From an optimization exercise on the open Yosys and OpenROAD flow, aimed at small area, a short achievable clock period and few clock cycles per item; shortcuts taken in it are not production practice. Only simulation tests tie the RTL to the original design; equivalence was not proved. Power figures rest on the tool's default switching activity, not on a simulated workload.

==> 06-28: inputs <==
## fft
module fft(clk, rst, data_in, wr_en, data_out, next_data_rd, busy, start);
input wire clk;
input wire rst;
input wire [19:0] data_in;
input wire wr_en;
output reg [19:0] data_out;
input wire next_data_rd;
input wire start;
output reg busy;
localparam ST_WR = 2'd0, ST_BUSY = 2'd1, ST_RD = 2'd2;
localparam BC_DONE = 7'd102;
reg [1:0] state;
reg [5:0] wcnt;
reg wfull;
reg [6:0] bc;
reg [6:0] ir;
reg [6:0] rdc;
reg [19:0] xq;
reg weq;
function [2:0] rev3;
    input [2:0] v;
    rev3 = {v[0], v[1], v[2]};
endfunction
function [41:0] twb;
    input [5:0] w;
    case (w)
      6'd0: twb = {21'h040000, 21'h000000};
      6'd1: twb = {21'h040168, 21'h002c41};
      6'd2: twb = {21'h040b41, 21'h00d085};
      6'd3: twb = {21'h045240, 21'h009b89};
      6'd4: twb = {21'h045a70, 21'h016085};
      6'd5: twb = {21'h0460a8, 21'h010c6d};
      6'd6: twb = {21'h069246, 21'h071188};
      6'd7: twb = {21'h068286, 21'h06e396};
      6'd8: twb = {21'h06d240, 21'h06d240};
      6'd9: twb = {21'h06e396, 21'h068286};
      6'd10: twb = {21'h071188, 21'h069246};
      6'd11: twb = {21'h010c6d, 21'h0460a8};
      6'd12: twb = {21'h016085, 21'h045a70};
      6'd13: twb = {21'h009b89, 21'h045240};
  ...
==> flow/config.mk <==
export PLATFORM = sky130hd
export DESIGN_NAME = fft
export DESIGN_NICKNAME = fft
export VERILOG_FILES = /design/flow/design.v
export SDC_FILE = /design/flow/constraint.sdc
export NUM_CORES = 8
export LEC_CHECK = 0
export CAP_MARGIN = 20
export CORE_AREA = 5 5 515 515
export CTS_CLUSTER_DIAMETER = 90
export CTS_CLUSTER_SIZE = 24
export DIE_AREA = 0 0 520 520
export PLACE_DENSITY = 0.72
export SLEW_MARGIN = 20
==> flow/constraint.sdc <==
create_clock -name core_clock -period 22.0 [get_ports {clk}]
set_input_delay 4.4000 -clock core_clock [delete_from_list [all_inputs] [get_ports {clk}]]
set_output_delay 4.4000 -clock core_clock [all_outputs]
set_load 0.01 [all_outputs]
standard.sh (not shown) runs the stock make flow with config.mk's settings and CLKGATE_MAP_FILE= SYNTH_SCRIPT=/design/flow/synth_recipe.tcl, a recipe that flattens the netlist after the stock synthesis.
==> flow/flow/run.sh <==
#!/bin/bash
# Layout flow: the standard ORFS flow (standard.sh, all steps, with the
# settings of config.mk), except that the timing repairs (after floorplan,
# clock tree synthesis and global routing) aim for 16 ns of setup slack at
# the 22 ns clock instead of 0, so that they also speed up paths that already
# meet it.  The clock, constraints, synthesis and everything else are the
# standard flow's.  The whole output of the flow goes to flow.log; ORFS keeps
# the log of each of its steps under orfs/logs.
set -euo pipefail
export SETUP_SLACK_MARGIN=16
bash standard.sh > flow.log 2>&1
==> inputs of 09-18, as changes to 06-28 <==
--- a/flow/design.v
+++ b/flow/design.v
@@ -205,25 +205,39 @@
                 if (en[gb]) r <= Dn[gb*8+gp];
         end
     end
 endgenerate
 wire wr_go = (state == ST_WR) & weq & ~wfull;
 wire [2:0] wb = wcnt[5:3];
-wire w67 = wb[2] & wb[1];
-wire [19:0] hX = RE(Q[0]);           
-wire [19:0] hG = RE(Q[16]);          
-wire [19:0] hE = RE(Q[48]);          
-wire [19:0] wp = hX + xq;
-wire [19:0] wq = hX - xq;
+wire [19:0] hH = (wb[1:0] == 2'd0) ? RE(Q[0]) : (wb[1:0] == 2'd1) ? RE(Q[8]) :
+                 (wb[1:0] == 2'd2) ? RE(Q[16]) : RE(Q[24]);
+wire [19:0] wp = hH + xq;
+wire [19:0] wq = hH - xq;
+wire [19:0] hG = wb[0] ? RE(Q[8]) : RE(Q[0]);
+wire [19:0] hE = wb[0] ? RE(Q[40]) : RE(Q[32]);
 wire [19:0] wGp = hG + wp;
 wire [19:0] wGm = hG - wp;
 wire [19:0] wnq = -wq;
-wire [39:0] Xin = {(wb[2] ? (wb[1] ? wGm : wp) : xq), 20'd0};
-wire [39:0] Yin = wb[1] ? {hE, wq} : {wq, 20'd0};
-wire [39:0] X15 = {wGp, 20'd0};
-wire [39:0] Y15 = {hE, wnq};
+wire [7:0] wsel;
+wire [39:0] wval [0:7];
+assign wsel[0] = (wb == 3'd0) | (wb == 3'd4) | (wb == 3'd6);
+assign wsel[1] = (wb == 3'd1) | (wb == 3'd5) | (wb == 3'd7);
+assign wsel[2] = (wb == 3'd2) | (wb == 3'd6);
+assign wsel[3] = (wb == 3'd3) | (wb == 3'd7);
+assign wsel[4] = (wb == 3'd4) | (wb == 3'd6);
+assign wsel[5] = (wb == 3'd5) | (wb == 3'd7);
+assign wsel[6] = (wb == 3'd6);
+assign wsel[7] = (wb == 3'd7);
+assign wval[0] = {(wb[2] ? (wb[1] ? wGp : wp) : xq), 20'd0};
+assign wval[1] = {(wb[2] ? (wb[1] ? wGp : wp) : xq), 20'd0};
+assign wval[2] = {(wb[2] ? wGm : xq), 20'd0};
+assign wval[3] = {(wb[2] ? wGm : xq), 20'd0};
+assign wval[4] = wb[1] ? {hE, wnq} : {wq, 20'd0};
+assign wval[5] = wb[1] ? {hE, wnq} : {wq, 20'd0};
+assign wval[6] = {hE, wq};
+assign wval[7] = {hE, wq};
 reg rdq;
 wire rd_st = (state == ST_RD);
 wire rd_go = rd_st & next_data_rd;
 wire iss = cwb[CW_PRE] | (rd_st & rdq);
 wire imode = rd_st | cwb[CW_PRE];
 wire adv = busy_st | (rd_st & rdq);
@@ -303,27 +317,23 @@
 wire [39:0] Yout = cwb[CW_PY] ? bf : Q[32];
 wire [2:0] istep = (ir[4:3] == 2'd1) ? 3'd6 : (ir[4:3] == 2'd3) ? 3'd2 : 3'd4;
 genvar gl;
 generate
     for (gl = 0; gl < 8; gl = gl + 1) begin : lctl
         reg [2:0] rot;
-        wire wrst = (state == ST_WR);
-        wire flat = wrst | (busy_st & ((gl < 4) ? cw[CW_XFLAT] : cw[CW_YFLAT]));
+        wire flat = busy_st & ((gl < 4) ? cw[CW_XFLAT] : cw[CW_YFLAT]);
         wire frot = busy_st & ((gl < 4) ? cw[CW_XROT] : cw[CW_YROT]);
-        wire wsh = (gl < 4) ? wr_go : (wr_go & wcnt[5]);
-        assign en[gl] = wsh | frot | (~wrst & (rot != 3'd0));
+        assign en[gl] = wr_go | frot | ((state != ST_WR) & (rot != 3'd0));
         wire [39:0] own = Q[gl*8];
-        wire [39:0] nxt = (gl == 3) ? (wrst ? Xin : Xout) :
-                          (gl == 7) ? (wrst ? Yin : Yout) :
-                          (gl == 1) ? ((wrst & w67) ? X15 : Q[16]) :
-                          (gl == 5) ? ((wrst & w67) ? Y15 : Q[48]) :
-                          (gl == 0) ? ((busy_st & cwb[CW_PXT]) ? trg : Q[8]) :
-                          (gl == 4) ? ((busy_st & cwb[CW_WBY7]) ? bg : Q[40]) : Q[gl*8+8];
-        assign tin[gl] = flat ? nxt : own;
+        wire [39:0] nxt = (gl == 3) ? Xout : (gl == 7) ? Yout :
+                          (gl == 0 && 1) ? (cwb[CW_PXT] ? trg : Q[8]) :
+                          (gl == 4 && 1) ? (cwb[CW_WBY7] ? bg : Q[40]) : Q[gl*8+8];
+        assign tin[gl] = (state == ST_WR) ? (wsel[gl] ? wval[gl] : own) :
+                         flat ? nxt : own;
         always @(posedge clk) begin
-            if (wrst)
+            if (state == ST_WR)
                 rot <= 3'd0;
             else if (iss && ib == gl)
                 rot <= istep;
             else if (rot != 3'd0)
                 rot <= rot - 3'd1;
         end
CORE_AREA = 5 5 555 555   (was 5 5 515 515)
CTS_CLUSTER_DIAMETER = unset   (was 90)
CTS_CLUSTER_SIZE = unset   (was 24)
DIE_AREA = 0 0 560 560   (was 0 0 520 520)
PLACE_DENSITY = 0.65   (was 0.72)
==> inputs of 07-16, as changes to 06-28 <==
--- a/flow/design.v
+++ b/flow/design.v
@@ -205,25 +205,39 @@
                 if (en[gb]) r <= Dn[gb*8+gp];
         end
     end
 endgenerate
 wire wr_go = (state == ST_WR) & weq & ~wfull;
 wire [2:0] wb = wcnt[5:3];
-wire w67 = wb[2] & wb[1];
-wire [19:0] hX = RE(Q[0]);           
-wire [19:0] hG = RE(Q[16]);          
-wire [19:0] hE = RE(Q[48]);          
-wire [19:0] wp = hX + xq;
-wire [19:0] wq = hX - xq;
+wire [19:0] hH = (wb[1:0] == 2'd0) ? RE(Q[0]) : (wb[1:0] == 2'd1) ? RE(Q[8]) :
+                 (wb[1:0] == 2'd2) ? RE(Q[16]) : RE(Q[24]);
+wire [19:0] wp = hH + xq;
+wire [19:0] wq = hH - xq;
+wire [19:0] hG = wb[0] ? RE(Q[8]) : RE(Q[0]);
+wire [19:0] hE = wb[0] ? RE(Q[40]) : RE(Q[32]);
 wire [19:0] wGp = hG + wp;
 wire [19:0] wGm = hG - wp;
 wire [19:0] wnq = -wq;
-wire [39:0] Xin = {(wb[2] ? (wb[1] ? wGm : wp) : xq), 20'd0};
-wire [39:0] Yin = wb[1] ? {hE, wq} : {wq, 20'd0};
-wire [39:0] X15 = {wGp, 20'd0};
-wire [39:0] Y15 = {hE, wnq};
+wire [7:0] wsel;
+wire [39:0] wval [0:7];
+assign wsel[0] = (wb == 3'd0) | (wb == 3'd4) | (wb == 3'd6);
+assign wsel[1] = (wb == 3'd1) | (wb == 3'd5) | (wb == 3'd7);
+assign wsel[2] = (wb == 3'd2) | (wb == 3'd6);
+assign wsel[3] = (wb == 3'd3) | (wb == 3'd7);
+assign wsel[4] = (wb == 3'd4) | (wb == 3'd6);
+assign wsel[5] = (wb == 3'd5) | (wb == 3'd7);
+assign wsel[6] = (wb == 3'd6);
+assign wsel[7] = (wb == 3'd7);
+assign wval[0] = {(wb[2] ? (wb[1] ? wGp : wp) : xq), 20'd0};
+assign wval[1] = {(wb[2] ? (wb[1] ? wGp : wp) : xq), 20'd0};
+assign wval[2] = {(wb[2] ? wGm : xq), 20'd0};
+assign wval[3] = {(wb[2] ? wGm : xq), 20'd0};
+assign wval[4] = wb[1] ? {hE, wnq} : {wq, 20'd0};
+assign wval[5] = wb[1] ? {hE, wnq} : {wq, 20'd0};
+assign wval[6] = {hE, wq};
+assign wval[7] = {hE, wq};
 reg rdq;
 wire rd_st = (state == ST_RD);
 wire rd_go = rd_st & next_data_rd;
 wire iss = cwb[CW_PRE] | (rd_st & rdq);
 wire imode = rd_st | cwb[CW_PRE];
 wire adv = busy_st | (rd_st & rdq);
@@ -303,27 +317,23 @@
 wire [39:0] Yout = cwb[CW_PY] ? bf : Q[32];
 wire [2:0] istep = (ir[4:3] == 2'd1) ? 3'd6 : (ir[4:3] == 2'd3) ? 3'd2 : 3'd4;
 genvar gl;
 generate
     for (gl = 0; gl < 8; gl = gl + 1) begin : lctl
         reg [2:0] rot;
-        wire wrst = (state == ST_WR);
-        wire flat = wrst | (busy_st & ((gl < 4) ? cw[CW_XFLAT] : cw[CW_YFLAT]));
+        wire flat = busy_st & ((gl < 4) ? cw[CW_XFLAT] : cw[CW_YFLAT]);
         wire frot = busy_st & ((gl < 4) ? cw[CW_XROT] : cw[CW_YROT]);
-        wire wsh = (gl < 4) ? wr_go : (wr_go & wcnt[5]);
-        assign en[gl] = wsh | frot | (~wrst & (rot != 3'd0));
+        assign en[gl] = wr_go | frot | ((state != ST_WR) & (rot != 3'd0));
         wire [39:0] own = Q[gl*8];
-        wire [39:0] nxt = (gl == 3) ? (wrst ? Xin : Xout) :
-                          (gl == 7) ? (wrst ? Yin : Yout) :
-                          (gl == 1) ? ((wrst & w67) ? X15 : Q[16]) :
-                          (gl == 5) ? ((wrst & w67) ? Y15 : Q[48]) :
-                          (gl == 0) ? ((busy_st & cwb[CW_PXT]) ? trg : Q[8]) :
-                          (gl == 4) ? ((busy_st & cwb[CW_WBY7]) ? bg : Q[40]) : Q[gl*8+8];
-        assign tin[gl] = flat ? nxt : own;
+        wire [39:0] nxt = (gl == 3) ? Xout : (gl == 7) ? Yout :
+                          (gl == 0 && 1) ? (cwb[CW_PXT] ? trg : Q[8]) :
+                          (gl == 4 && 1) ? (cwb[CW_WBY7] ? bg : Q[40]) : Q[gl*8+8];
+        assign tin[gl] = (state == ST_WR) ? (wsel[gl] ? wval[gl] : own) :
+                         flat ? nxt : own;
         always @(posedge clk) begin
-            if (wrst)
+            if (state == ST_WR)
                 rot <= 3'd0;
             else if (iss && ib == gl)
                 rot <= istep;
             else if (rot != 3'd0)
                 rot <= rot - 3'd1;
         end
==> comparison table <==
item                                                                                      07-16                    09-18                          06-28
Result of the run                                                       complete, no violations  complete, no violations       finished with violations
Violated checks                                                                               -                        -  capacitance limit, slew limit
Crit path buf inv count                                                                       1                        2                              1
Worst hold slack                                                                         406 ps                   391 ps                         377 ps
Post-synthesis share of cell area spent on and, or, nand and nor gates                   0.0541                   0.0541                         0.0564
Startpoint of the lowest-slack register-to-register path                                wcnt[3]                  wcnt[4]                         ga[29]
Internal power component                                                                12.0 mW                  13.7 mW                        15.0 mW
Detailed Route WL                                                                     487000 um                511000 um                      452000 um
Synthesized netlist cell count                                                            11044                    11044                          10837
Fraction of layout cells with a size suffix above 1                                      0.0856                    0.108                         0.0781
Sequential cell area fraction in the yosys report                                         0.599                    0.599                          0.607
Post-route clock skew                                                                   40.4 ps                  48.1 ps                        45.4 ps
Path length in cells of the critical path                                                     1                        7                              1
Reg2Reg Capture Point                                                      lane[2].pos[7].r[39]     lane[2].pos[7].r[39]                             z4
Sequential cell area                                                                  88200 um2                88200 um2                      88100 um2
Met3 Routed Length                                                                     70400 um                 67300 um                       67200 um
Clk network pwr share                                                                     0.156                    0.229                          0.120
Register fraction of the total cell area                                                  0.562                    0.540                          0.571
Clock insertion delay at the later pin of the skew report                                880 ps                   940 ps                         920 ps
Number of diodes added for antenna fixing                                                    11                       27                             19
Placeable Area                                                                       259000 um2               302000 um2                     259000 um2
Count of H-tree levels built during CTS                                                       4                        5                              4
Testbench counts of 06-28, summed over its fixed seeds: cycles 18,944, frames 64.
Testbench counts of 09-18, summed over its fixed seeds: cycles 18,944, frames 64.
Testbench counts of 07-16, summed over its fixed seeds: cycles 18,944, frames 64.

what the ideal ports hide:
Ports are ideal in the flow. The routed layouts listed here were re-timed in OpenROAD.
Step 1 (the two cells are an assumption about what drives the block):
set clk [get_ports {clk}]
set_driving_cell -lib_cell sky130_fd_sc_hd__clkbuf_16 $clk
set_driving_cell -lib_cell sky130_fd_sc_hd__buf_2 [delete_from_list [all_inputs] $clk]
Step 2 also shifts input and output timing later by t, the mid clock arrival at the registers, as if the neighbouring blocks saw the same clock.
a / b / c = ideal ports / drivers / drivers and shift; a / b = the first two.
| run | shift t [ns] | slack for setup (ns) | hold WS [ns] | pins driven straight from the clock port |
|---|---|---|---|---|
| 06-28 | 0.986 | 16.079 / 15.992 / 15.530 | 0.377 / 0.377 / 0.377 | 1 |
| 09-18 | 1.014 | 16.044 / 15.976 / 15.102 | 0.391 / 0.391 / 0.391 | 1 |
| 07-16 | 0.959 | 16.065 / 15.969 / 15.371 | 0.406 / 0.406 / 0.406 | 1 |
For 09-18, which loses most, drivers alone change the setup slack by -0.068 ns; drivers and shift together by -0.942 ns.
